This design comes from an exercise in tuning for small area and a short achievable clock period on the open sky130 flow, not from production work. RTL that was checked went through simulation tests only; none was proved equivalent to the original. No functional check of the RTL was part of runs 1, 2 and 4. Power is estimated from default activity; no workload was simulated.

===== run.sh =====
#!/bin/bash
# synth_recipe.tcl (not shown) runs the flow's synth.tcl, then flattens the netlist and writes it again
# the make line also repeats each setting of config.mk as NAME=value (left out here)
make -C /OpenROAD-flow-scripts/flow DESIGN_CONFIG=/design/flow/config.mk WORK_HOME=/design/flow/orfs CLKGATE_MAP_FILE= SYNTH_SCRIPT=/design/flow/synth_recipe.tcl finish

===== config.mk =====
export PLATFORM = sky130hd
export DESIGN_NAME = pwm_generator
export DESIGN_NICKNAME = pwm_generator
export VERILOG_FILES = /design/flow/design.v
export SDC_FILE = /design/flow/constraint.sdc
export NUM_CORES = 4
export LEC_CHECK = 0
export CAP_MARGIN = 20
export CORE_MARGIN = 2
export CORE_UTILIZATION = 40
export SLEW_MARGIN = 20

===== constraint.sdc =====
create_clock -name core_clock -period 7.0 [get_ports {clk}]
set_input_delay 1.4000 -clock core_clock [delete_from_list [all_inputs] [get_ports {clk}]]
set_output_delay 1.4000 -clock core_clock [all_outputs]
set_load 0.01 [all_outputs]

===== design.v =====
`timescale 1ns / 1ps
module pwm_generator #(parameter clk_frequency = 450_000_000)(
    input clk,
    input resetn,
    input [1:0] freq_select,
    input [7:0] duty_cycle,
    output reg pwm_out
    );
    reg       zq;     
    reg       last;   
    reg [4:0] k;      
    reg [8:0] vlo;    
    reg [3:0] r0;     
    reg [7:0] x;      
    reg [3:0] r1;     
    reg [7:0] z;      
    function gt8(input [7:0] a, input [7:0] b);
        reg [7:0] g, e;
        reg [3:0] g1, e1;
        reg [1:0] g2, e2;
        integer i;
        begin
            for (i = 0; i < 8; i = i + 1) begin
                g[i] = a[i] & ~b[i];
                e[i] = ~(a[i] ^ b[i]);
            end
            for (i = 0; i < 4; i = i + 1) begin
                g1[i] = g[2*i+1] | (e[2*i+1] & g[2*i]);
                e1[i] = e[2*i+1] & e[2*i];
            end
            for (i = 0; i < 2; i = i + 1) begin
                g2[i] = g1[2*i+1] | (e1[2*i+1] & g1[2*i]);
                e2[i] = e1[2*i+1] & e1[2*i];
            end
            gt8 = g2[1] | (e2[1] & g2[0]);
        end
    endfunction
    function [8:0] inc9(input [8:0] a, input en);
        integer i, j;
        reg p;
        begin
            for (i = 0; i < 9; i = i + 1) begin
                p = 1'b1;
                for (j = i - 1; j >= 0; j = j - 1)
                    p = a[j] & p;
                inc9[i] = a[i] ^ (en & p);
            end
        end
    endfunction
    localparam [63:0] LONG = 64'hd6ad5ad5ab5ab56a;
    wire long_seg = LONG[vlo[5:0]];
    wire k17   = k[4] & k[0];
    wire r0_9  = r0[3] & r0[0];
    wire r1_9  = r1[3] & r1[0];
    wire c10   = last & r0_9;
    wire c100  = c10 & r1_9;
    wire z_ge3   = |z[7:2] | (z[1] & z[0]);
    wire z_eq2   = ~|z[7:2] & z[1] & ~z[0];
    wire z_ge6   = |z[7:3] | (z[2] & z[1]);
    wire z_eq5   = ~|z[7:3] & z[2] & ~z[1] & z[0];
    wire z_ge26  = |z[7:5] | (z[4] & z[3] & (z[2] | (z[1] & z[0])));
    wire z_eq25  = ~|z[7:5] & z[4] & z[3] & ~z[2] & ~z[1] & z[0];
    wire r1_ge6  = r1[3] | (r1[2] & r1[1]);
    wire r1_eq5  = ~r1[3] & r1[2] & ~r1[1] & r1[0];
    wire r1_ge2  = r1[3] | r1[2] | r1[1];
    wire r1_eq1  = ~r1[3] & ~r1[2] & ~r1[1] & r1[0];
    wire r0_ge6  = r0[3] | (r0[2] & r0[1]);
    wire r0_ge2  = r0[3] | r0[2] | r0[1];
    wire ge256   = z_ge3  | (z_eq2  & (r1_ge6 | (r1_eq5 & r0_ge6)));    
    wire ge512   = z_ge6  | (z_eq5  & (r1_ge2 | (r1_eq1 & r0_ge2)));    
    wire ge2560  = z_ge26 | (z_eq25 & r1_ge6);                          
    wire wrap1   = ge256  | (&vlo[7:0] & k17);
    wire wrap2   = ge512  | (&vlo[8:0] & k17);
    wire wrap10  = ge2560 | (&x & r0_9 & k17);
    wire wrap100 = &z & r1_9 & r0_9 & k17;
    wire [7:0] d  = duty_cycle;
    wire hi1      = ~ge256  & gt8(d, vlo[7:0]);
    wire hi2      = ~ge512  & gt8(d, vlo[8:1]);
    wire hi10     = ~ge2560 & gt8(d, x);
    wire hi100    = gt8(d, z);
    reg hi, wrap;
    always @(*) begin
        case (freq_select)
            2'b00: begin hi = hi100; wrap = wrap100; end
            2'b01: begin hi = hi10;  wrap = wrap10;  end
            2'b10: begin hi = hi2;   wrap = wrap2;   end
            default: begin hi = hi1; wrap = wrap1;   end
        endcase
    end
    always @(posedge clk or negedge resetn) begin
        if (!resetn) begin
            zq      <= 1'b1;
            pwm_out <= 1'b0;
        end else begin
            pwm_out <= zq ? |d : hi;
            zq      <= ~zq & wrap;
        end
    end
    wire [8:0] vlo_i = inc9(vlo, last);
    wire [8:0] x_i   = inc9({1'b0, x}, c10);
    wire [8:0] z_i   = inc9({1'b0, z}, c100);
    wire [8:0] k_i   = inc9({4'b0, k}, 1'b1);
    wire [8:0] r0_i  = inc9({5'b0, r0}, 1'b1);
    wire [8:0] r1_i  = inc9({5'b0, r1}, 1'b1);
    always @(posedge clk) begin
        if (zq) begin
            last <= 1'b0;
            k    <= 5'd1;
            vlo  <= 9'd0;
            r0   <= 4'd0;
            x    <= 8'd0;
            r1   <= 4'd0;
            z    <= 8'd0;
        end else begin
            last <= ~last & ((k == 5'd16) | ((k == 5'd15) & ~long_seg));
            k    <= last ? 5'd0 : k_i[4:0];
            vlo  <= vlo_i;
            if (last) r0 <= r0_9 ? 4'd0 : r0_i[3:0];
            x    <= x_i[7:0];
            if (c10) r1 <= r1_9 ? 4'd0 : r1_i[3:0];
            z    <= z_i[7:0];
        end
    end
endmodule

==> flow_metrics.env, run 1 <==
export IMPL_status="finished clean"
export IMPL_drt_pass1_iterations=4
export IMPL_synth_nets=378
export IMPL_worst_pin_slew_ps=843
export IMPL_clkPwrFrac=0.276
export IMPL_hold_depth=2
export IMPL_vias=2234
export IMPL_fin_skew_ps=9.33
export IMPL_rsz0062_at_grt="false"
export IMPL_power_per_cell_area_mw_per_mm2=187
export IMPL_cap_violations=0
export IMPL_ys_warn_count=1
export IMPL_grt_pass1_vias=2107
export IMPL_drc=0
export IMPL_power_uw=554
export IMPL_synth_avg_cell_area_sq_um=8.29
export IMPL_gp_congestion=0.773
export IMPL_dieArea_sq_mm=0.00745
export IMPL_row_count=29
export IMPL_dieHeight_um=86.3
export IMPL_yosys_area_top_type_share=0.288
export IMPL_antenna_found_initial=0
export IMPL_htreeDepth=2
export IMPL_p_leak_uw=0.00111
export IMPL_synth_commonest_cells="dfxtp_1, ha_1, nor2_1"
export IMPL_synth_cells=327
export IMPL_synth_area_leaders="dfxtp_1, ha_1, xnor2_1"
export IMPL_regToRegStartpoint="vlo[2]"
export IMPL_final_core_util=0.459
export IMPL_ff2ff_setup_slack_ps=4720
export IMPL_wl_per_cell_um=14.5
export IMPL_postRouteAntennaNets=0
export IMPL_setup_viol=0
export IMPL_nets=388
export IMPL_core_sq_mm=0.00646
export IMPL_synth_async_reset_ratio=0.0488
export IMPL_initial_core_util=0.420
export IMPL_setup_tns_ps=0
export IMPL_hpwl_mm=4.50
export IMPL_slew_violations=0
export IMPL_yosys_area_top_type="dfxtp_1"
export IMPL_synth_edf_count=0
export IMPL_seq_area_frac_synth=0.307
export IMPL_min_from="r0[1]"
export IMPL_drt_iter0_drc=152
export IMPL_clk_pin_slew_ps=90
export IMPL_overflow=0
export IMPL_clockRootBuffer="clkbuf_8"
export IMPL_clock_path_buffers=2
export IMPL_critical_path_max_fanout=5
export IMPL_vias_per_cell=5.38
export IMPL_switching_power_uw=171
export IMPL_ys_seq_elements=41
export IMPL_fmax_mhz=308
export IMPL_grt_usage=0.172
export IMPL_p_sw_frac=0.309
export IMPL_grt_max_degree=43
export IMPL_worst_setup_path_end_kind="register"
export IMPL_fillCellCount=652
export IMPL_cts_tree="done"
export IMPL_worstHoldEndpoint="r0[1]"
export IMPL_cts_buffers=5
export IMPL_internal_power_uw=383
export IMPL_area_delta_synth_final_pct=9.42
export IMPL_arrival_ps=3420
export IMPL_r2r_end="pwm_out"
export IMPL_numClockSinks=41
export IMPL_synth_cell_types=51
export IMPL_die_w_um=86.3
export IMPL_slew_headroom=0.438
export IMPL_io_buffers=12
export IMPL_holdWs_ps=524
export IMPL_hp_class="reg2reg"
export IMPL_p_seq_frac=0.531
export IMPL_crit_type="in2reg"
export IMPL_r2r_worst_path_cells=8
export IMPL_yosys_most_used_dff="dfxtp_1"
export IMPL_cts_setup_buffers=0
export IMPL_finalCriticalPeriod_ps=3250
export IMPL_hold_viol=0
export IMPL_power_frac_comb=0.193
export IMPL_wl_mm=6.01
export IMPL_holdBufCountCts=0
export IMPL_post_route_period_util=0.464
export IMPL_critical_path_required_ps=7170
export IMPL_num_antenna_cells=0
export IMPL_synthesis_area_sq_mm=0.00271
export IMPL_vdd_drop_max_mv=0.100
export IMPL_clkLatencyLatePin_ps=290
export IMPL_ioPinCount=13
export IMPL_start_kind="input port"
export IMPL_drive_gt1_frac=0.0414
export IMPL_cts_repair_resized=0
export IMPL_grt_pass1_wl_mm=10.3
[per-layer routing]
layer	global-route usage	vias to the layer above	part of all wire
li1	-	1163	-
met1	0.263	1032	0.53
met2	0.253	31	0.42
met3	0.0267	8	0.037
met4	0.0398	0	0.015
met5	0	-	0
[power groups by stage]
stage	clock, uW	sequential, uW	combinational, uW
6_report	153	294	107
5_1_grt	166	301	124
4_1_cts	155	295	108
3_5_place_dp	0	300	107
3_3_place_gp	0	300	103
2_1_floorplan	0	284	84.1
[cell type report]
| cell class | count | area [sq um] | share of cell area |
|---|---|---|---|
| Clock buffer | 6 | 72.6 | 0.0245 |
| Clock inverter | 2 | 10.0 | 0.00338 |
| Inverter | 27 | 101 | 0.0342 |
| Multi-Input combinational cell | 250 | 1730 | 0.584 |
| Sequential cell | 41 | 832 | 0.281 |
| Tap cell | 77 | 96.3 | 0.0325 |
| Timing Repair Buffer | 12 | 120 | 0.0405 |
[worst max-delay path by stage]
stage / end / cells past startpoint / start / slack [ps]
after CTS: pwm_out / 8 / duty_cycle[2] / 3730
after global routing: pwm_out / 8 / duty_cycle[2] / 3610
after global placement: pwm_out / 8 / duty_cycle[2] / 3530
final: pwm_out / 8 / duty_cycle[2] / 3750
after floorplan: pwm_out / 7 / duty_cycle[2] / 4210
after detailed placement: pwm_out / 8 / duty_cycle[2] / 3430
[kinds of logic (layout without fill, tap and decap cells)]
group | after synthesis | in the layout | share of synthesized area
AO/OA/AOI/OAI | 51 | 51 | 0.121
XOR/XNOR | 29 | 29 | 0.0937
adder cells (fa/ha/maj) | 39 | 39 | 0.180
buffers and inverters | 36 | 47 | 0.0536
flip-flops | 41 | 41 | 0.307
multiplexers | 3 | 3 | 0.0162
AND/OR/NAND/NOR | 128 | 128 | 0.229
[sequential cells by signal, indices dropped and copies added (netlist names)]
register,count
zq,1
r1,4
pwm_out,1
k,5
vlo,9
r0,4
last,1
x,8
z,8
[per-stage QoR]
stage / instance area (sq um) / std cells / setup WS, ps
after floorplan: 2710 / 327 / 4210
after global placement: 2880 / 407 / 3530
after detailed placement: 2880 / 407 / 3430
after CTS: 2970 / 415 / 3730
after global routing: 2970 / 415 / 3610
final: 2970 / 415 / 3750
[critical path: stages]
cell	delay, ps
clkdlybuf4s50_1	520
ha_1	360
a21oi_1	140
a21oi_1	90
a41o_1	200
a2111oi_0	430
o311a_1	220
a31oi_1	70
[placed cells by master, fill, tap and decap left out, drive strengths merged, types with 2 or more instances in the layout]
| cell type | count |
|---|---|
| ha | 39 |
| dfxtp | 39 |
| nor2 | 38 |
| nand2 | 35 |
| inv | 26 |
| xnor2 | 25 |
| a21oi | 22 |
| nand3 | 13 |
| clkdlybuf4s50 | 12 |
| nor3 | 12 |
| o21ai | 10 |
| nand4 | 6 |
| clkbuf | 6 |
| nor4 | 5 |
| nand4b | 5 |
| nor2b | 4 |
| xor2 | 4 |
| a211oi | 3 |
| clkinv | 3 |
| o211ai | 2 |
| o2111ai | 2 |
| o311ai | 2 |
| nand2b | 2 |
==> run 2: changes to the inputs <==
--- a/config.mk
+++ b/config.mk
@@ -5,7 +5,9 @@
 export SDC_FILE = /design/flow/constraint.sdc
 export NUM_CORES = 4
 export LEC_CHECK = 0
+export ABC_CLOCK_PERIOD_IN_PS = 2000
 export CAP_MARGIN = 20
 export CORE_MARGIN = 2
 export CORE_UTILIZATION = 40
+export SETUP_SLACK_MARGIN = 4.7
 export SLEW_MARGIN = 20
==> flow_metrics.env, run 2 <==
export IMPL_numClockSinks=41
export IMPL_drt_iter0_drc=67
export IMPL_clk_pin_slew_ps=80
export IMPL_nets=390
export IMPL_top_register="vlo"
export IMPL_area_delta_synth_final_pct=15.6
export IMPL_clockRootBuffer="clkbuf_8"
export IMPL_die_w_um=86.3
export IMPL_synth_async_reset_ratio=0.0488
export IMPL_clkLatencyLatePin_ps=290
export IMPL_yosys_most_used_dff="dfxtp_1"
export IMPL_fmax_mhz=403
export IMPL_setup_viol=0
export IMPL_slew_headroom=0.459
export IMPL_worst_pin_slew_ps=811
export IMPL_synth_compound_area_frac=0.120
export IMPL_drive_gt1_frac=0.130
export IMPL_final_core_util=0.485
export IMPL_synth_cells=327
export IMPL_synthMuxAreaShare=0.0162
export IMPL_p_seq_frac=0.514
export IMPL_worst_path_max_delay_cell="a2111oi_4"
export IMPL_grt_pass1_wl_mm=10.1
export IMPL_mostFrequentLayoutCell="dfxtp_1"
export IMPL_fillCellCount=632
export IMPL_ff2ff_setup_slack_ps=4820
export IMPL_grt_max_degree=43
export IMPL_dieHeight_um=86.3
export IMPL_finalCriticalPeriod_ps=2480
export IMPL_power_per_cell_area_mw_per_mm2=181
export IMPL_synth_area_leaders="dfxtp_1, ha_1, xnor2_1"
export IMPL_rsz0062_at_grt="true"
export IMPL_p_sw_frac=0.304
export IMPL_ys_warn_count=1
export IMPL_power_uw=569
export IMPL_num_antenna_cells=0
export IMPL_grt_usage=0.170
export IMPL_synth_cell_types=51
export IMPL_slew_violations=0
export IMPL_reg_top3="vlo (9), x (8), z (8)"
export IMPL_setup_ws_ps=4520
export IMPL_vias_per_cell=5.36
export IMPL_max_stage_delay_ps=270
export IMPL_path_cells="buf_8 -> ha_4 -> a21oi_2 -> a21oi_2 -> a41o_1 -> a2111oi_4 -> o311a_1 -> a31oi_1"
export IMPL_setup_tns_ps=0
export IMPL_yosys_area_top_type_share=0.288
export IMPL_vdd_drop_max_mv=0.124
export IMPL_switching_power_uw=173
export IMPL_synth_commonest_cells="dfxtp_1, ha_1, nor2_1"
export IMPL_htreeDepth=2
export IMPL_clkPwrFrac=0.285
export IMPL_hp_class="reg2reg"
export IMPL_ioPinCount=13
export IMPL_critical_path_required_ps=7170
export IMPL_cap_violations=0
export IMPL_crit_cells=8
export IMPL_synth_simple_gate_area_share=0.229
export IMPL_initial_core_util=0.420
export IMPL_critical_path_max_fanout=4
export IMPL_r2r_worst_path_cells=6
export IMPL_largest_reg_flops=9
export IMPL_wl_mm=5.94
export IMPL_start_kind="input port"
export IMPL_postRouteAntennaNets=0
export IMPL_seq_area_frac_synth=0.307
export IMPL_synth_edf_count=0
export IMPL_dpl_worst_slack_ps=3610
export IMPL_cts_buffers=5
export IMPL_cts_tree="done"
export IMPL_dieArea_sq_mm=0.00745
export IMPL_grt_pass1_vias=2068
export IMPL_cp_endpoint="pwm_out"
export IMPL_core_sq_mm=0.00646
export IMPL_arrival_ps=2650
export IMPL_crit_start="duty_cycle[2]"
export IMPL_p_leak_uw=0.00115
export IMPL_wl_per_cell_um=14.3
export IMPL_hpwl_mm=4.43
export IMPL_regToRegStartpoint="vlo[2]"
export IMPL_io_buffers=12
export IMPL_worst_path_buf_inv=1
export IMPL_drc=0
export IMPL_ys_seq_elements=41
export IMPL_path_delay_family="compound AO/OA/AOI/OAI gates"
export IMPL_drt_pass1_iterations=4
export IMPL_worst_setup_path_end_kind="register"
export IMPL_row_count=29
export IMPL_synthesis_area_sq_mm=0.00271
export IMPL_synth_top_family_by_area="simple AND/OR/NAND/NOR gates"
export IMPL_yosys_area_top_type="dfxtp_1"
export IMPL_post_route_period_util=0.354
export IMPL_synth_nets=378
export IMPL_overflow=0
export IMPL_synth_fa_ha_area_frac=0.180
export IMPL_path_common_cell="a21oi_2"
export IMPL_holdBufCountCts=0
export IMPL_status="finished clean"
export IMPL_synth_xor_area_frac=0.0937
export IMPL_fin_skew_ps=3.21
export IMPL_synth_avg_cell_area_sq_um=8.29
export IMPL_vias=2228
export IMPL_crit_type="in2reg"
export IMPL_gp_congestion=0.815
export IMPL_internal_power_uw=396
export IMPL_clock_path_buffers=2
export IMPL_antenna_found_initial=0
export IMPL_r2r_end="last"
export IMPL_layout_common_cells="dfxtp_1, nor2_1, nand2_1, ha_1, inv_1"
export IMPL_hold_viol=0
export IMPL_power_frac_comb=0.201
-- run 2: cell types whose count changed in the layout (fill, tap and decap cells not counted), moves of 3 or more --
| cell | delta |
|---|---|
| a21oi_1 | -3 |
| a21oi_2 | +3 |
| buf_6 | +4 |
| clkbuf_2 | +5 |
| clkdlybuf4s50_1 | -11 |
| ha_1 | -8 |
| ha_4 | +8 |
| o21ai_0 | -3 |
-- run 2: worst min path at each step --
stage	from	to	slack [ps]	cells after the start
floorplan	r0[1]	r0[1]	480	2
global placement	r0[1]	r0[1]	500	2
detailed placement	r0[1]	r0[1]	510	2
CTS	r0[1]	r0[1]	520	2
global route	r0[1]	r0[1]	570	2
finish	r0[1]	r0[1]	520	2
-- run 2: kinds of logic (layout without fill, tap and decap cells) --
kind of cell    after synthesis  in the layout
simple gates                128            128
mux                           3              3
compound gates               51             51
buf+inv                      36             48
fa+ha+maj                    39             39
flops                        41             41
xor+xnor                     29             29
-- run 2: final cells by class --
class                      instances  area, sq um  area share
multi-input combinational        250         1880       0.601
tap                               77         96.3      0.0308
clock inverter                     1         7.51     0.00240
timing repair buffer              14          130      0.0415
sequential                        41          833       0.266
clock buffer                       6         82.6      0.0264
inverter                          27          101      0.0323
-- run 2: tightest hold or removal path, delay by kind of cell (launching register included) --
family / cells / cell delay (ps)
flops: 1 / 350
simple gates: 1 / 80
compound gates: 1 / 50
-- run 2: power groups by stage --
| stage | clock, uW | combinational, uW | sequential (uW) |
|---|---|---|---|
| after global routing | 179 | 134 | 298 |
| after global placement | 0 | 107 | 298 |
| after CTS | 167 | 114 | 293 |
| after floorplan | 0 | 87.0 | 284 |
| final | 162 | 114 | 292 |
| after detailed placement | 0 | 110 | 298 |
-- run 2: per-stage QoR --
stage	area, sq um	hold WS (ps)	cells
4_1_cts	3120	519	416
6_report	3130	520	416
2_1_floorplan	2780	476	327
3_5_place_dp	2960	509	407
3_3_place_gp	2960	497	407
5_1_grt	3130	569	416
-- run 2: metal layers --
metal,vias to the layer above,routed length [um],GRT usage
met2,19,2580,0.259
li1,1161,-,-
met3,5,141,0.0286
met4,0,46,0.0426
met5,-,0,0
met1,1043,3170,0.251
-- run 2: what timing repair did --
action,CTS,global route
buffers inserted,2,0
resized for setup,56,15
endpoints found under the hold margin,0,0
setup endpoints to repair,3,4
pin swaps,12,3
==> run 3: changes to the inputs <==
==> design.v (replaced) <==
`timescale 1ns / 1ps
module pwm_generator #(parameter clk_frequency = 450_000_000)(
    input clk,
    input resetn,
    input [1:0] freq_select,
    input [7:0] duty_cycle,
    output reg pwm_out
    );
    reg       zq;     
    reg       last;   
    reg [4:0] k;      
    reg [8:0] vlo;    
    reg [3:0] r0;     
    reg [3:0] r1;     
    reg [7:0] z;      
    function gt8(input [7:0] a, input [7:0] b);
        integer i;
        reg c;
        begin
            c = 1'b0;
            for (i = 0; i < 8; i = i + 1)
                c = (a[i] & ~b[i]) | ((a[i] | ~b[i]) & c);
            gt8 = c;
        end
    endfunction
    localparam [63:0] LONG = 64'hd6ad5ad5ab5ab56a;
    wire long_seg = LONG[vlo[5:0]];
    wire k17   = k[4] & k[0];
    wire r0_9  = r0[3] & r0[0];
    wire r1_9  = r1[3] & r1[0];
    wire c10   = last & r0_9;
    wire c100  = c10 & r1_9;
    wire z_ge3   = |z[7:2] | (z[1] & z[0]);
    wire z_eq2   = ~|z[7:2] & z[1] & ~z[0];
    wire z_ge6   = |z[7:3] | (z[2] & z[1]);
    wire z_eq5   = ~|z[7:3] & z[2] & ~z[1] & z[0];
    wire z_ge26  = |z[7:5] | (z[4] & z[3] & (z[2] | (z[1] & z[0])));
    wire z_eq25  = ~|z[7:5] & z[4] & z[3] & ~z[2] & ~z[1] & z[0];
    wire r1_ge6  = r1[3] | (r1[2] & r1[1]);
    wire r1_eq5  = ~r1[3] & r1[2] & ~r1[1] & r1[0];
    wire r1_ge2  = r1[3] | r1[2] | r1[1];
    wire r1_eq1  = ~r1[3] & ~r1[2] & ~r1[1] & r1[0];
    wire r0_ge6  = r0[3] | (r0[2] & r0[1]);
    wire r0_ge2  = r0[3] | r0[2] | r0[1];
    wire ge256   = z_ge3  | (z_eq2  & (r1_ge6 | (r1_eq5 & r0_ge6)));    
    wire ge512   = z_ge6  | (z_eq5  & (r1_ge2 | (r1_eq1 & r0_ge2)));    
    wire ge2560  = z_ge26 | (z_eq25 & r1_ge6);                          
    wire [7:0] w10 = {z[4:0], 3'b000} + {z[4:0], 1'b0} + r1;
    wire wrap1   = ge256  | (&vlo[7:0] & k17);
    wire wrap2   = ge512  | (&vlo[8:0] & k17);
    wire wrap10  = ge2560 | (z_eq25 & r1_eq5 & r0_9 & k17);
    wire wrap100 = &z & r1_9 & r0_9 & k17;
    wire [7:0] d  = duty_cycle;
    wire hi1      = ~ge256  & gt8(d, vlo[7:0]);
    wire hi2      = ~ge512  & gt8(d, vlo[8:1]);
    wire hi10     = ~ge2560 & gt8(d, w10);
    wire hi100    = gt8(d, z);
    reg hi, wrap;
    always @(*) begin
        case (freq_select)
            2'b00: begin hi = hi100; wrap = wrap100; end
            2'b01: begin hi = hi10;  wrap = wrap10;  end
            2'b10: begin hi = hi2;   wrap = wrap2;   end
            default: begin hi = hi1; wrap = wrap1;   end
        endcase
    end
    always @(posedge clk or negedge resetn) begin
        if (!resetn) begin
            zq      <= 1'b1;
            pwm_out <= 1'b0;
        end else begin
            pwm_out <= zq ? |d : hi;
            zq      <= ~zq & wrap;
        end
    end
    always @(posedge clk) begin
        if (zq) begin
            last <= 1'b0;
            k    <= 5'd1;
            vlo  <= 9'd0;
            r0   <= 4'd0;
            r1   <= 4'd0;
            z    <= 8'd0;
        end else begin
            last <= ~last & ((k == 5'd16) | ((k == 5'd15) & ~long_seg));
            k    <= last ? 5'd0 : k + 1'b1;
            vlo  <= vlo + last;
            if (last) r0 <= r0_9 ? 4'd0 : r0 + 1'b1;
            if (c10)  r1 <= r1_9 ? 4'd0 : r1 + 1'b1;
            z    <= z + c100;
        end
    end
endmodule
==> flow_metrics.env, run 3 <==
export IMPL_nets=377
export IMPL_clock_path_buffers=2
export IMPL_synth_most_common_cell="dfxtp_1"
export IMPL_drive_gt1_frac=0.144
export IMPL_setup_viol=0
export IMPL_max_stage_delay_ps=350
export IMPL_mostFrequentLayoutCell="dfxtp_1"
export IMPL_vias=2395
export IMPL_path_cells="buf_2 -> inv_2 -> maj3_1 -> maj3_1 -> a21oi_1 -> o211ai_1 -> nand4_1"
export IMPL_cp_endpoint="pwm_out"
export IMPL_htreeDepth=2
export IMPL_synth_nets=372
export IMPL_grt_pass1_vias=2262
export IMPL_wl_per_cell_um=15.3
export IMPL_top_register="vlo"
export IMPL_finalCriticalPeriod_ps=2410
export IMPL_overflow=0
export IMPL_hpwl_mm=4.62
export IMPL_worst_pin_slew_ps=665
export IMPL_synth_xor_area_frac=0.0500
export IMPL_critical_path_max_fanout=4
export IMPL_wl_mm=6.40
export IMPL_vias_per_cell=5.73
export IMPL_gp_congestion=0.904
export IMPL_slew_violations=0
export IMPL_num_antenna_cells=0
export IMPL_power_per_cell_area_mw_per_mm2=185
export IMPL_synth_simple_gate_area_share=0.269
export IMPL_drt_pass1_iterations=4
export IMPL_arrival_ps=2630
export IMPL_synth_cells=335
export IMPL_synthesis_area_sq_mm=0.00263
export IMPL_clkLatencyLatePin_ps=280
export IMPL_cts_buffers=5
export IMPL_synthMuxAreaShare=0.00858
export IMPL_reg_top3="vlo (9), z (8), k (5)"
export IMPL_fmax_mhz=416
export IMPL_hold_viol=0
export IMPL_drc=0
export IMPL_ff2ff_setup_slack_ps=4630
export IMPL_synth_compound_area_frac=0.206
export IMPL_grt_max_degree=36
export IMPL_slew_headroom=0.557
export IMPL_hp_class="reg2reg"
export IMPL_r2r_worst_path_cells=10
export IMPL_holdBufCountCts=0
export IMPL_synth_cell_types=53
export IMPL_grt_usage=0.188
export IMPL_synth_area_leaders="dfxtp_1, ha_1, a21oi_1"
export IMPL_status="finished clean"
export IMPL_initial_core_util=0.413
export IMPL_start_kind="input port"
export IMPL_dpl_worst_slack_ps=3740
export IMPL_grt_pass1_wl_mm=11.1
export IMPL_p_leak_uw=0.00117
export IMPL_crit_cells=7
export IMPL_worst_setup_path_end_kind="register"
export IMPL_synth_edf_count=0
export IMPL_largest_reg_flops=9
export IMPL_critical_path_required_ps=7220
export IMPL_path_delay_family="adder cells"
export IMPL_path_common_cell="maj3_1"
export IMPL_vdd_drop_max_mv=0.0787
export IMPL_postRouteAntennaNets=0
export IMPL_setup_tns_ps=0
export IMPL_io_buffers=12
export IMPL_cts_tree="done"
export IMPL_ioPinCount=13
export IMPL_fin_skew_ps=4.54
export IMPL_area_delta_synth_final_pct=12.3
export IMPL_r2r_end="pwm_out"
export IMPL_synth_top_family_by_area="simple AND/OR/NAND/NOR gates"
export IMPL_seq_area_frac_synth=0.256
export IMPL_worst_path_buf_inv=2
export IMPL_ys_warn_count=1
export IMPL_yosys_area_top_type="dfxtp_1"
export IMPL_ys_seq_elements=33
export IMPL_regToRegStartpoint="r1[3]"
export IMPL_setup_ws_ps=4590
export IMPL_yosys_most_used_dff="dfxtp_1"
export IMPL_core_sq_mm=0.00635
export IMPL_crit_type="in2reg"
export IMPL_post_route_period_util=0.344
export IMPL_row_count=29
export IMPL_synth_fa_ha_area_frac=0.149
export IMPL_die_w_um=85.0
export IMPL_worst_path_max_delay_cell="maj3_1"
export IMPL_dieHeight_um=85.0
export IMPL_synth_commonest_cells="dfxtp_1, nor2_1, ha_1"
export IMPL_clockRootBuffer="clkbuf_8"
export IMPL_drt_iter0_drc=111
export IMPL_antenna_found_initial=0
export IMPL_cap_violations=0
export IMPL_yosys_area_top_type_share=0.236
export IMPL_rsz0062_at_grt="true"
export IMPL_layout_common_cells="dfxtp_1, nor2_1, ha_1, a21oi_1, nand2_1"
export IMPL_numClockSinks=33
export IMPL_crit_start="duty_cycle[1]"
export IMPL_synth_async_reset_ratio=0.0606
export IMPL_dieArea_sq_mm=0.00723
export IMPL_clk_pin_slew_ps=80
export IMPL_synth_avg_cell_area_sq_um=7.84
-- run 3: changes by cell type after synthesis, moves of 9 or more --
cell	change
a211oi_1	+9
xnor2_1	-16
ha_1	-16
nor2_1	-11
o21ai_0	+9
nand2_1	-14
-- run 3: cells by family after synthesis --
| group | after synthesis |
|---|---|
| DFF | 33 |
| and+or+nand+nor | 132 |
| AOI/OAI and AO/OA | 83 |
| xor gates and xnor gates | 15 |
| muxes | 1 |
| adders and majority gates | 31 |
| buffers and inverters | 40 |
-- run 3: through the flow --
step / instance area, sq um / hold slack [ps] / utilization / instances / total power (uW)
floorplan: 2630 / 464 / - / 335 / 327
global placement: 2760 / 507 / 0.435 / 406 / 358
detailed placement: 2760 / 512 / 0.435 / 406 / 361
CTS: 2950 / 530 / 0.464 / 418 / 551
global route: 2950 / 559 / 0.464 / 418 / 583
finish: 2950 / 526 / 0.464 / 418 / 545
-- run 3: worst min-delay path by stage --
stage | start | to | cells after the start
final | k[0] | k[0] | 1
after global routing | vlo[8] | zq | 2
after CTS | k[0] | k[0] | 1
after detailed placement | k[0] | k[0] | 1
after global placement | k[0] | k[0] | 1
after floorplan | vlo[8] | zq | 2
-- run 3: final cells by class --
type,instances,area [sq um]
Sequential cell,33,687
Multi-Input combinational cell,262,1850
Inverter,22,82.6
Timing Repair Buffer,16,116
Clock buffer,6,82.6
Tap cell,77,96.3
Fill cell,637,3400
Clock inverter,2,37.5
-- run 3: repair_timing --
item,CTS,global route
resized for setup,62,3
pin swaps,11,1
buffers inserted,4,0
setup endpoints to repair,3,3
-- run 3: power breakdown --
part / leakage, uW / internal (uW) / switching, uW
registers: 0.000275 / 209 / 33.4
clock network: 0.0000574 / 116 / 75.2
logic: 0.000837 / 56.3 / 55.2
-- run 3: per-layer routing --
metal  vias up  global-route usage  wire [um]
met3        10              0.0438        271
met4         0              0.0577         95
met2        42               0.283       2850
li1       1226                   -          -
met5         -                   0          0
met1      1117               0.268       3190
-- run 3: worst register-to-register path: stages, from the launching register on --
cell,delay [ps]
dfxtp_4,350
inv_2,40
fa_1,580
inv_2,60
fa_1,420
and3_1,210
o21a_1,190
nor3_1,170
nor2_1,50
nand4_1,100
nand4_1,80
==> run 4: changes to the inputs <==
--- a/design.v
+++ b/design.v
@@ -14,13 +14,24 @@
     reg [3:0] r1;     
     reg [7:0] z;      
     function gt8(input [7:0] a, input [7:0] b);
+        reg [7:0] g, p;
+        reg [3:0] g1, p1;
+        reg [1:0] g2, p2;
         integer i;
-        reg c;
         begin
-            c = 1'b0;
-            for (i = 0; i < 8; i = i + 1)
-                c = (a[i] & ~b[i]) | ((a[i] | ~b[i]) & c);
-            gt8 = c;
+            for (i = 0; i < 8; i = i + 1) begin
+                g[i] = a[i] & ~b[i];
+                p[i] = a[i] | ~b[i];
+            end
+            for (i = 0; i < 4; i = i + 1) begin
+                g1[i] = g[2*i+1] | (p[2*i+1] & g[2*i]);
+                p1[i] = p[2*i+1] & p[2*i];
+            end
+            for (i = 0; i < 2; i = i + 1) begin
+                g2[i] = g1[2*i+1] | (p1[2*i+1] & g1[2*i]);
+                p2[i] = p1[2*i+1] & p1[2*i];
+            end
+            gt8 = g2[1] | (p2[1] & g2[0]);
         end
     endfunction
     localparam [63:0] LONG = 64'hd6ad5ad5ab5ab56a;
@@ -50,11 +61,15 @@
     wire wrap2   = ge512  | (&vlo[8:0] & k17);
     wire wrap10  = ge2560 | (z_eq25 & r1_eq5 & r0_9 & k17);
     wire wrap100 = &z & r1_9 & r0_9 & k17;
-    wire [7:0] d  = duty_cycle;
-    wire hi1      = ~ge256  & gt8(d, vlo[7:0]);
-    wire hi2      = ~ge512  & gt8(d, vlo[8:1]);
-    wire hi10     = ~ge2560 & gt8(d, w10);
-    wire hi100    = gt8(d, z);
+    wire [7:0] d    = duty_cycle;
+    wire [7:0] t1   = zq ? 8'd0 : (vlo[7:0] | {8{ge256}});
+    wire [7:0] t2   = zq ? 8'd0 : (vlo[8:1] | {8{ge512}});
+    wire [7:0] t10  = zq ? 8'd0 : (w10      | {8{ge2560}});
+    wire [7:0] t100 = zq ? 8'd0 : z;
+    wire hi1   = gt8(d, t1);
+    wire hi2   = gt8(d, t2);
+    wire hi10  = gt8(d, t10);
+    wire hi100 = gt8(d, t100);
     reg hi, wrap;
     always @(*) begin
         case (freq_select)
@@ -69,7 +84,7 @@
             zq      <= 1'b1;
             pwm_out <= 1'b0;
         end else begin
-            pwm_out <= zq ? |d : hi;
+            pwm_out <= hi;
             zq      <= ~zq & wrap;
         end
     end
==> flow_metrics.env, run 4 <==
export IMPL_row_count=30
export IMPL_synth_avg_cell_area_sq_um=7.75
export IMPL_grt_max_degree=53
export IMPL_synth_nets=400
export IMPL_clockRootBuffer="clkbuf_8"
export IMPL_ff2ff_setup_slack_ps=4190
export IMPL_dieHeight_um=88.0
export IMPL_ys_seq_elements=33
export IMPL_gp_congestion=0.868
export IMPL_setup_viol=0
export IMPL_fin_skew_ps=5.82
export IMPL_drt_pass1_iterations=5
export IMPL_p_leak_uw=0.00123
export IMPL_synth_most_common_cell="nor2_1"
export IMPL_mostFrequentLayoutCell="nor2_1"
export IMPL_synth_commonest_cells="nor2_1, dfxtp_1, inv_1"
export IMPL_htreeDepth=2
export IMPL_drt_iter0_drc=134
export IMPL_critical_path_max_fanout=10
export IMPL_overflow=0
export IMPL_yosys_most_used_dff="dfxtp_1"
export IMPL_numClockSinks=33
export IMPL_synth_simple_gate_area_share=0.229
export IMPL_r2r_worst_path_cells=12
export IMPL_top_register="vlo"
export IMPL_io_buffers=12
export IMPL_vias=2698
export IMPL_r2r_end="pwm_out"
export IMPL_clk_pin_slew_ps=70
export IMPL_postRouteAntennaNets=0
export IMPL_dieArea_sq_mm=0.00774
export IMPL_worstHoldEndpoint="r0[1]"
export IMPL_yosys_area_top_type="dfxtp_1"
export IMPL_cts_tree="done"
export IMPL_synth_area_leaders="dfxtp_1, ha_1, a21oi_1"
export IMPL_wl_met2_mm=3.43
export IMPL_reg_top3="vlo (9), z (8), k (5)"
export IMPL_synthMuxAreaShare=0.0142
export IMPL_arrival_ps=3180
export IMPL_post_route_period_util=0.430
export IMPL_critical_path_required_ps=7170
export IMPL_grt_usage=0.195
export IMPL_setup_tns_ps=0
export IMPL_hold_viol=0
export IMPL_clkLatencyLatePin_ps=290
export IMPL_worst_pin_slew_ps=711
export IMPL_yosys_area_top_type_share=0.220
export IMPL_status="finished clean"
export IMPL_fmax_mhz=332
export IMPL_wl_met1_mm=3.30
export IMPL_synth_compound_area_frac=0.239
export IMPL_slew_headroom=0.523
export IMPL_synth_fa_ha_area_frac=0.142
export IMPL_synth_cells=364
export IMPL_rsz0062_at_grt="true"
export IMPL_seq_area_frac_synth=0.238
export IMPL_min_from="r0[1]"
export IMPL_synth_edf_count=0
export IMPL_finalCriticalPeriod_ps=3010
export IMPL_holdBufCountCts=0
export IMPL_wl_mm=7.25
export IMPL_initial_core_util=0.415
export IMPL_hp_class="reg2reg"
export IMPL_largest_reg_flops=9
export IMPL_cap_violations=0
export IMPL_ys_warn_count=1
export IMPL_synth_top_family_by_area="compound AO/OA/AOI/OAI gates"
export IMPL_top_layer="met4"
export IMPL_vias_per_cell=5.79
export IMPL_drc=0
export IMPL_area_delta_synth_final_pct=13.8
export IMPL_die_w_um=88.0
export IMPL_grt_pass1_vias=2554
export IMPL_clock_path_buffers=2
export IMPL_regToRegStartpoint="z[0]"
export IMPL_synth_async_reset_ratio=0.0606
export IMPL_synthesis_area_sq_mm=0.00282
export IMPL_start_kind="input port"
export IMPL_synth_cell_types=62
export IMPL_power_per_cell_area_mw_per_mm2=156
export IMPL_synth_xor_area_frac=0.0590
export IMPL_num_antenna_cells=0
export IMPL_vdd_drop_max_mv=0.0903
export IMPL_cts_buffers=5
export IMPL_ioPinCount=13
export IMPL_antenna_found_initial=0
export IMPL_core_sq_mm=0.00679
export IMPL_hold_depth=2
export IMPL_nets=405
export IMPL_met3WireLength_um=321
export IMPL_hpwl_mm=5.18
export IMPL_slew_violations=0
export IMPL_drive_gt1_frac=0.178
export IMPL_crit_type="in2reg"
export IMPL_layout_common_cells="nor2_1, inv_1, dfxtp_1, a21oi_1, nand2_1"
export IMPL_worst_setup_path_end_kind="register"
export IMPL_holdWs_ps=527
export IMPL_grt_pass1_wl_mm=11.9
export IMPL_wl_per_cell_um=15.6
run 4: cell count changes after synthesis, moves of 4 or more:
| cell | change |
|---|---|
| a21oi_1 | +6 |
| inv_1 | +9 |
| mux2i_1 | +4 |
| nand2b_1 | -4 |
| nor2_1 | +6 |
| o21ai_0 | -6 |
run 4: worst max-delay path by stage:
stage                  start      end  slack [ps]
2_1_floorplan  duty_cycle[2]  pwm_out        3970
3_3_place_gp   duty_cycle[0]  pwm_out        3170
3_5_place_dp   duty_cycle[2]  pwm_out        3150
4_1_cts        duty_cycle[1]  pwm_out        3960
5_1_grt        duty_cycle[3]  pwm_out        3930
6_report       duty_cycle[3]  pwm_out        3990
run 4: cell families (layout without fill, tap and decap cells):
| logic type | count (synthesis) | in the layout |
|---|---|---|
| XOR/XNOR | 19 | 19 |
| multiplexers | 4 | 4 |
| adder cells (fa/ha/maj) | 32 | 32 |
| AO/OA/AOI/OAI | 100 | 100 |
| flip-flops | 33 | 33 |
| buffers and inverters | 50 | 56 |
| AND/OR/NAND/NOR | 126 | 126 |
run 4: critical path: stages:
cell	delay (ps)
buf_2	160
o41a_1	450
buf_4	170
nor3_4	170
a22oi_1	110
o21ai_0	130
a21oi_2	70
o311ai_2	280
o2bb2ai_1	150
a32oi_1	70
run 4: layer usage:
layer	vias up	GRT usage
met2	64	0.322
met5	-	0
met4	0	0.0797
met1	1281	0.250
met3	17	0.0368
li1	1336	-
run 4: cell type report:
type                            instances  area (sq um)
Clock buffer                            6          72.6
Clock inverter                          2          10.0
Fill cell                             709          3580
Inverter                               30           113
Multi-Input combinational cell        281          2070
Sequential cell                        33           687
Tap cell                               96           120
Timing Repair Buffer                   18           143
run 4: report_power, final:
part	leakage, uW	total, uW	switching (uW)	internal (uW)
Clock	0.0000450	143	74.6	68.9
Combinational	0.000913	119	61.8	57.2
Sequential	0.000275	239	29.8	210
run 4: repair_timing:
item,in CTS,in global routing
hold endpoints to repair,0,0
pin swaps,13,26
buffers inserted,3,3
endpoints found under the setup margin,3,6
gates resized for setup,57,33
run 4: through the flow:
step                       util  setup slack (ps)  instance area, sq um  std cells  power, uW
after floorplan               -              3970                  2830        364        325
after global placement    0.435              3170                  2950        452        354
after detailed placement  0.435              3150                  2950        452        358
after CTS                 0.461              3960                  3130        463        506
after global routing      0.473              3930                  3210        466        543
final                     0.473              3990                  3210        466        502

static timing again, ports no longer ideal:
No port has a modelled driver above. Below, the same layouts with a new extraction and two added sets of constraints.
Step 1, drivers: a clkbuf_16 drives clk and a buf_2 each remaining input, both assumed.
Step 2 moves the port delays by t, midway between the first and last clock arrival at a register: inputs arrive t later, outputs are due t later. That takes back most of the time a late clock gives input paths.
a / b / c = ideal ports / drivers / drivers and shift; a / b = the first two.
run | t, ns | setup WS [ns] | worst setup path at the end | worst register clock-pin slew, ns
run 1 | 0.314 | 3.750 / 3.753 / 3.439 | input to register | 0.09 / 0.09
run 2 | 0.316 | 4.520 / 4.506 / 4.190 | input to register | 0.08 / 0.08
run 3 | 0.310 | 4.594 / 4.589 / 4.278 | input to register | 0.08 / 0.08
run 4 | 0.323 | 3.992 / 4.001 / 3.678 | input to register | 0.07 / 0.07
After both steps every run listed still meets setup and hold. The setup slack of run 2, which loses most, moves by -0.014 ns with the drivers and by -0.330 ns with both steps.
